Background: an optimization exercise with open tools, aiming at small area. Do not read the settings as production practice. The RTL was checked by simulation tests, not by an equivalence proof against the original design. Power figures rest on the tool's default switching activity, not on a simulated workload.

[flow/run.sh]
#!/bin/bash
# synth_recipe.tcl (not shown) runs the flow's synth.tcl, then flattens the netlist and writes it again
# the make line also repeats each setting of config.mk as NAME=value (left out here)
make -C /OpenROAD-flow-scripts/flow DESIGN_CONFIG=/design/flow/config.mk WORK_HOME=/design/flow/orfs CLKGATE_MAP_FILE= SYNTH_SCRIPT=/design/flow/synth_recipe.tcl finish
[flow/config.mk]
export PLATFORM = sky130hd
export DESIGN_NAME = multiple
export DESIGN_NICKNAME = multiple
export VERILOG_FILES = /design/flow/design.v
export SDC_FILE = /design/flow/constraint.sdc
export NUM_CORES = 4
export LEC_CHECK = 0
export CAP_MARGIN = 20
export CORE_MARGIN = 2
export CORE_UTILIZATION = 40
export SLEW_MARGIN = 20
[flow/constraint.sdc]
create_clock -name core_clock -period 10.0 [get_ports {CLOCK_50}]
set_input_delay 2.0000 -clock core_clock [delete_from_list [all_inputs] [get_ports {CLOCK_50}]]
set_output_delay 2.0000 -clock core_clock [all_outputs]
set_load 0.01 [all_outputs]
[flow/design.v]
module uart_tx (
    input clk,
    input rst,
    input tx_start,
    input [7:0] tx_data,
    output reg tx_line,
    output reg tx_busy
);
    parameter CLOCK_RATE = 50_000_000;
    parameter BAUD_RATE = 9600;
    localparam CLOCK_DIVIDE = CLOCK_RATE / (BAUD_RATE * 16);
    reg [3:0] bit_count;
    reg [7:0] shift_reg;
    reg [9:0] baud_count;
    always @(posedge clk) begin
        if (rst) begin
            tx_busy <= 1'b0;
            tx_line <= 1'b1;
            shift_reg <= 8'd0;
            bit_count <= 4'd0;
            baud_count <= 10'd0;
        end else if (!tx_busy && tx_start) begin
            tx_busy <= 1'b1;
            shift_reg <= tx_data;
            bit_count <= 4'd0;
            tx_line <= 1'b0;   
            baud_count <= 10'd0;
        end else if (tx_busy) begin
            if (baud_count == CLOCK_DIVIDE) begin
                baud_count <= 10'd0;
                if (bit_count < 8) begin
                    tx_line <= shift_reg[0];
                    shift_reg <= {1'b0, shift_reg[7:1]};
                    bit_count <= bit_count + 1'b1;
                end else if (bit_count == 8) begin
                    tx_line <= 1'b1;
                    bit_count <= bit_count + 1'b1;
                end else begin
                    tx_busy <= 1'b0;
                end
            end else begin
                baud_count <= baud_count + 1'b1;
            end
        end
    end
endmodule
module uart_rx (
    input clk,
    input rst,
    input rx_line,
    output reg [7:0] rx_data,
    output reg rx_ready
);
    parameter CLOCK_RATE = 50_000_000;
    parameter BAUD_RATE = 9600;
    localparam CLOCK_DIVIDE = CLOCK_RATE / (BAUD_RATE * 16);
    reg [3:0] bit_count;
    reg [9:0] baud_count;
    reg [7:0] shift_reg;
    reg receiving;
    always @(posedge clk) begin
        if (rst) begin
            receiving <= 1'b0;
            bit_count <= 4'd0;
            baud_count <= 10'd0;
            shift_reg <= 8'd0;
            rx_data <= 8'd0;
            rx_ready <= 1'b0;
        end else begin
            if (!receiving && !rx_line) begin
                receiving <= 1'b1;
                bit_count <= 4'd0;
                baud_count <= {10{1'b1}} - (CLOCK_DIVIDE >> 1);
                rx_ready <= 1'b0;
            end
            if (receiving) begin
                if (baud_count == CLOCK_DIVIDE) begin
                    baud_count <= 10'd0;
                    if (bit_count < 8) begin
                        shift_reg <= {rx_line, shift_reg[7:1]};
                        bit_count <= bit_count + 1'b1;
                    end else if (bit_count == 8) begin
                        rx_data <= shift_reg;
                        rx_ready <= 1'b1;
                        receiving <= 1'b0;
                    end
                end else begin
                    baud_count <= baud_count + 1'b1;
                end
            end
        end
    end
endmodule
module lcd (
    input wire clk,         
    input wire rst,         
    input wire [7:0] input_data,  
    input wire data_valid,   
    output reg [7:0] data,  
    output reg rs,          
    output reg rw,          
    output reg en           
);
    localparam IDLE     = 3'b000,
               INIT     = 3'b001,
               WRITE    = 3'b010,
               FINISH   = 3'b011;
    localparam SLOW_DIV = 16'd9;
    reg [2:0] state;
    reg [19:0] delay_counter;   
    reg [3:0] char_index;
    reg [15:0] clk_divider;
    reg slow_clk;
    wire slow_tick = (clk_divider == SLOW_DIV) && !slow_clk;
    always @(posedge clk) begin
        if (rst) begin
            clk_divider <= 0;
            slow_clk <= 0;
        end else if (clk_divider == SLOW_DIV) begin
            clk_divider <= 0;
            slow_clk <= ~slow_clk;
        end else begin
            clk_divider <= clk_divider + 1;
        end
    end
    always @(posedge clk) begin
        if (rst) begin
            state <= IDLE;
            delay_counter <= 0;
            char_index <= 0;
            en <= 0;
            data <= 8'h00;
            rs <= 0;
            rw <= 0;
        end else if (slow_tick) begin
            case (state)
                IDLE: begin
                    delay_counter <= 20'd0;
                    en <= 0;
                    state <= INIT;
                end
                INIT: begin
                    if (delay_counter < 20'd1_000) begin  
                        delay_counter <= delay_counter + 1;
                    end else begin
                        delay_counter <= 0;
                        state <= WRITE;
                    end
                end
                WRITE: begin
                    if (data_valid) begin
                        data <= input_data;
                        rs <= 1;  
                        en <= 1;
                        if (delay_counter < 20'd20) begin
                            delay_counter <= delay_counter + 1;
                        end else begin
                            en <= 0;
                            delay_counter <= 0;
                            if (char_index < 15) begin
                                char_index <= char_index + 1;
                            end else begin
                                state <= FINISH;
                            end
                        end
                    end
                end
                FINISH: begin
                    en <= 0;
                end
            endcase
        end
    end
endmodule
module multiple (
    input CLOCK_50,        
    input rst,             
    input UART_RXD,       
    output UART_TXD,      
    input SWITCH_1,       
    output [7:0] lcd_data,   
    output lcd_rs,        
    output lcd_rw,        
    output lcd_en         
);
    wire rx_ready;
    wire tx_busy;
    wire [7:0] rx_data;
    reg [7:0] tx_data;
    reg tx_start;
    reg [1:0] state;  
    reg [7:0] lcd_message [0:15];   
    reg [3:0] lcd_index;   
    integer i;
    uart_tx transmitter (
        .clk(CLOCK_50),
        .rst(rst),
        .tx_start(tx_start),
        .tx_data(tx_data),
        .tx_line(UART_TXD),
        .tx_busy(tx_busy)
    );
    uart_rx receiver (
        .clk(CLOCK_50),
        .rst(rst),
        .rx_line(UART_RXD),
        .rx_data(rx_data),
        .rx_ready(rx_ready)
    );
    lcd lcd_display (
        .clk(CLOCK_50),
        .rst(rst),
        .input_data(lcd_message[lcd_index]),   
        .data_valid(rx_ready),   
        .data(lcd_data),
        .rs(lcd_rs),
        .rw(lcd_rw),
        .en(lcd_en)
    );
    always @(posedge CLOCK_50) begin
        if (rst) begin
            for (i = 0; i < 16; i = i + 1)
                lcd_message[i] <= 8'd0;
        end else if (rx_ready) begin
            lcd_message[lcd_index] <= rx_data;   
        end
    end
    always @(posedge CLOCK_50) begin
        if (rst) begin
            state <= 2'b00;
            tx_data <= 8'd0;
            tx_start <= 1'b0;
        end else if (SWITCH_1) begin  
            case (state)
                2'b00: begin
                    if (!tx_busy) begin
                        tx_data <= 8'd50;  
                        tx_start <= 1'b1;
                        state <= 2'b01;
                    end
                end
                2'b01: begin
                    if (tx_busy) begin
                        tx_start <= 1'b0;
                    end else if (!tx_busy) begin
                        state <= 2'b10;
                    end
                end
                2'b10: begin
                    if (!tx_busy) begin
                        tx_data <= 8'd52;  
                        tx_start <= 1'b1;
                        state <= 2'b11;
                    end
                end
                2'b11: begin
                    if (tx_busy) begin
                        tx_start <= 1'b0;
                    end else if (!tx_busy) begin
                        state <= 2'b00;  
                    end
                end
            endcase
        end else begin
            state <= 2'b00;
        end
    end
    always @(posedge CLOCK_50) begin
        if (rst) begin
            lcd_index <= 4'd0;
        end else if (rx_ready && lcd_index < 15) begin
            lcd_index <= lcd_index + 1;   
        end else if (lcd_index == 15) begin
            lcd_index <= 0;  
        end
    end
endmodule
==> flow_metrics.env <==
export IMPL_grt_max_degree=53
export IMPL_rsz0062_at_grt="false"
export IMPL_first_iter_violations=562
export IMPL_cpMaxStageDelayCell="nor3_1"
export IMPL_p_comb_share_pct=3.3
export IMPL_path_max_fanout=40
export IMPL_syn2layout_area_growth_pct=11.3
export IMPL_die_x_um=172
export IMPL_cp_data_required_time_ns=10.23
export IMPL_antenna_found_initial=0
export IMPL_finalHoldViolCount=0
export IMPL_fin_crit_ns=3.59
export IMPL_core_um2=27700
export IMPL_vdd_drop_max_uv=121
export IMPL_clkTransAtPathRegs_ns=0.06
export IMPL_finalSetupViolCount=0
export IMPL_fin_area_um2=12500
export IMPL_post_route_period_util_pct=35.9
export IMPL_netlist_instances=986
export IMPL_die_area_um2=29400
export IMPL_final_util_pct=45.1
export IMPL_vias=7130
export IMPL_final_antenna_net_count=0
export IMPL_first_pass_iters=5
export IMPL_path_class="in2reg"
export IMPL_synthesis_nets=1014
export IMPL_root_buffer="clkbuf_16"
export IMPL_grt_usage_pct=16.1
export IMPL_grt_overflow=0
export IMPL_clkPwrFrac_pct=44.6
export IMPL_fillCellCount=2585
export IMPL_cts_tree="yes"
export IMPL_seqCellArea_um2=6190
export IMPL_layout_drive_gt1_share_pct=10.6
export IMPL_routed_wl_um=23000
export IMPL_ctsResizeCount=0
export IMPL_largest_register="lcd_message"
export IMPL_cts_max_level=1
export IMPL_yosys_warnings=4
export IMPL_grt_pass1_wl_um=37500
export IMPL_worstPathCellList="buf_2, buf_4, nor2b_1, nand2_1, nor3_1, or2_2"
export IMPL_fin_nets=1014
export IMPL_post_route_drc_count=0
export IMPL_crit_buf_inv=2
export IMPL_synth_largest_area_cell="edfxtp_1"
export IMPL_multiInputGateArea_um2=4760
export IMPL_fin_tns_setup_ns=0
export IMPL_die_y_um=172
export IMPL_status="timing/DRC/antenna clean"
export IMPL_ys_ff_latch=245
export IMPL_avgSynthCellArea_um2=11.4
export IMPL_yosysUniqueCellTypes=62
export IMPL_dp_hpwl_um=15400
export IMPL_clock_skew_ns=0.0108
export IMPL_ys_top_cells_by_area="edfxtp_1 (34%), dfxtp_1 (21%), and2_1 (7.4%), mux4_2 (6.4%), nor2_1 (3.9%)"
export IMPL_min_path_type="reg2reg"
export IMPL_netSwitchingFraction_pct=21.3
export IMPL_power_mw=2.12
export IMPL_tightest_slew_ns=0.951
export IMPL_cts_hold_buf=0
export IMPL_post_cts_buffers=0
export IMPL_cts_buffers=27
export IMPL_max_freq_ghz=0.278
export IMPL_slowest_delay_ns=0.59
export IMPL_p_int_mw=1.66
export IMPL_antennaDiodeCount=0
export IMPL_ys_flop_type="edfxtp_1"
export IMPL_initial_utilization_pct=40.5
export IMPL_largest_reg_flops=128
export IMPL_fin_ws_ns=6.41
export IMPL_switchingPower_uw=451
export IMPL_ys_seq_area_share_pct=55.1
export IMPL_p_per_area_nw_per_um2=169
export IMPL_std_cell_rows=61
export IMPL_dp_slack_ns=5.86
export IMPL_numPortBuffers=14
export IMPL_syn_cell_area_um2=11200
export IMPL_maxSlewViolCount=0
export IMPL_cts_buffer_depth=3
export IMPL_worstPathArrival_ns=3.82
export IMPL_ioPinCount=16
export IMPL_place_congestion=0.781
export IMPL_leakage_nw=4.42
export IMPL_cp_start_kind="primary input"
export IMPL_clk_latency_ns=0.53
export IMPL_wl_per_cell_um=16.6
export IMPL_crit_path_end_kind="register"
export IMPL_crit_family="simple AND/OR/NAND/NOR gates"
export IMPL_clock_sinks=245
export IMPL_via_per_inst=5.15
export IMPL_cap_violations=0
export IMPL_synth_top_area_share_pct=34.2
export IMPL_place_area_um2=11700
export IMPL_seqPwrFrac_pct=52.1
export IMPL_slew_headroom_pct=36.1
export IMPL_synthArstFlopShare_pct=0
export IMPL_layout_top_registers="lcd_message: 128 flops, lcd_display.delay_counter: 20 flops, lcd_display.clk_divider: 16 flops"
export IMPL_synth_edf_count=128
export IMPL_grt_pass1_vias=6873
worst reg2reg max path, cell delays in order, from the launching register on:
cell     delay [ns]
dfxtp_2        0.72
buf_4          0.46
ha_1           0.36
nand2_1        0.24
nor3_1         0.59
or2_2          0.35
cells by family (layout without fill, tap and decap cells):
| logic type | Yosys count | in the layout | synth area share [%] |
|---|---|---|---|
| and+or+nand+nor | 448 | 448 | 21.5 |
| DFF | 245 | 245 | 55.1 |
| AOI/OAI and AO/OA | 101 | 101 | 6.13 |
| buffers and inverters | 67 | 87 | 2.51 |
| muxes | 60 | 60 | 8.92 |
| xor gates and xnor gates | 40 | 40 | 3.12 |
| adders and majority gates | 24 | 24 | 2.67 |
| other | 1 | 1 | 0.0334 |
final timing paths:
kind / from / to / slack [ns] / depth (start not counted)
min reg2reg: lcd_display.delay_counter[19]$_SDFFE_PP0P_ / lcd_display.delay_counter[19]$_SDFFE_PP0P_ / 0.46 / 2
max reg2reg: lcd_index[0]$_SDFFE_PP0P_ / lcd_message[3][6]$_SDFFCE_PN0P_ / 6.97 / 5
min: lcd_display.delay_counter[19]$_SDFFE_PP0P_ / lcd_display.delay_counter[19]$_SDFFE_PP0P_ / 0.46 / 2
max: rst / lcd_message[3][6]$_SDFFCE_PN0P_ / 6.41 / 6
placed cells by master (no fill, tap or decap), drive strengths merged, types with 11 or more instances in the layout:
cell type	instances
clkdlybuf4s50	13
edfxtp	128
and2	133
nand4	15
a22oi	19
mux4	32
a21oi	37
mux2i	27
ha	24
or2	18
clkbuf	45
nand3	17
nand2	59
nor3	16
xnor2	24
dfxtp	117
inv	18
xor2	16
nor2	117
and3	11
nor4	11
cell type report:
cell class / count / share of cell area, %
clock buffer: 45 / 6.27
clock inverter: 4 / 0.370
inverter: 18 / 0.540
multi-input combinational: 674 / 38.1
sequential: 245 / 49.5
tap: 378 / 3.78
timing repair buffer: 20 / 1.44
routing by layer:
metal	vias to the layer above	wire length, µm	GRT usage (%)
met2	102	10400	25.8
li1	3520	-	-
met3	52	687	2.25
met4	0	798	5.49
met5	-	0	0
met1	3456	11100	22.5
synth_stat cells, drive strengths merged, types with 11 or more instances:
cell type,number
and2,133
edfxtp,128
dfxtp,117
nor2,117
nand2,59
a21oi,37
clkbuf,37
mux4,32
mux2i,27
ha,24
xnor2,24
a22oi,19
inv,18
or2,18
nand3,17
nor3,16
xor2,16
nand4,15
buf,12
and3,11
nor4,11
per-stage QoR:
| stage | std cells | hold WS, ns |
|---|---|---|
| 3_5_place_dp | 1335 | 0.455 |
| 2_1_floorplan | 986 | 0.429 |
| 6_report | 1384 | 0.462 |
| 4_1_cts | 1384 | 0.468 |
| 3_3_place_gp | 1335 | 0.446 |
| 5_1_grt | 1384 | 0.486 |
power by group through the flow:
stage / Sequential [mW] / Clock, mW / Combinational (mW)
floorplan: 1.11 / 0 / 0.0591
detailed placement: 1.12 / 0 / 0.0705
finish: 1.10 / 0.944 / 0.0696
global placement: 1.12 / 0 / 0.0691
global route: 1.10 / 1.00 / 0.0781
CTS: 1.10 / 0.960 / 0.0707

what the ideal ports hide:
No port has a modelled driver above. Below, the same layout with a new extraction and two added sets of constraints.
Step 1 assumes that a clkbuf_16 drives the clock port and a buf_2 every other input.
Step 2, shift: input delay + t, output delay - t, t = (earliest + latest rising clock arrival at the registers) / 2. This alone moves slack from input paths to output paths.
a / b / c = ideal / step 1 / step 2; a / b = the first two.
shift t [ns]: 0.573
setup WS [ns]: 6.406 / 6.434 / 5.861
clock arrival spread, ns: 0.014 / 0.014
After both steps setup and hold are still met in this run. For this run, drivers alone change the setup slack by +0.028 ns; drivers and shift together by -0.545 ns.
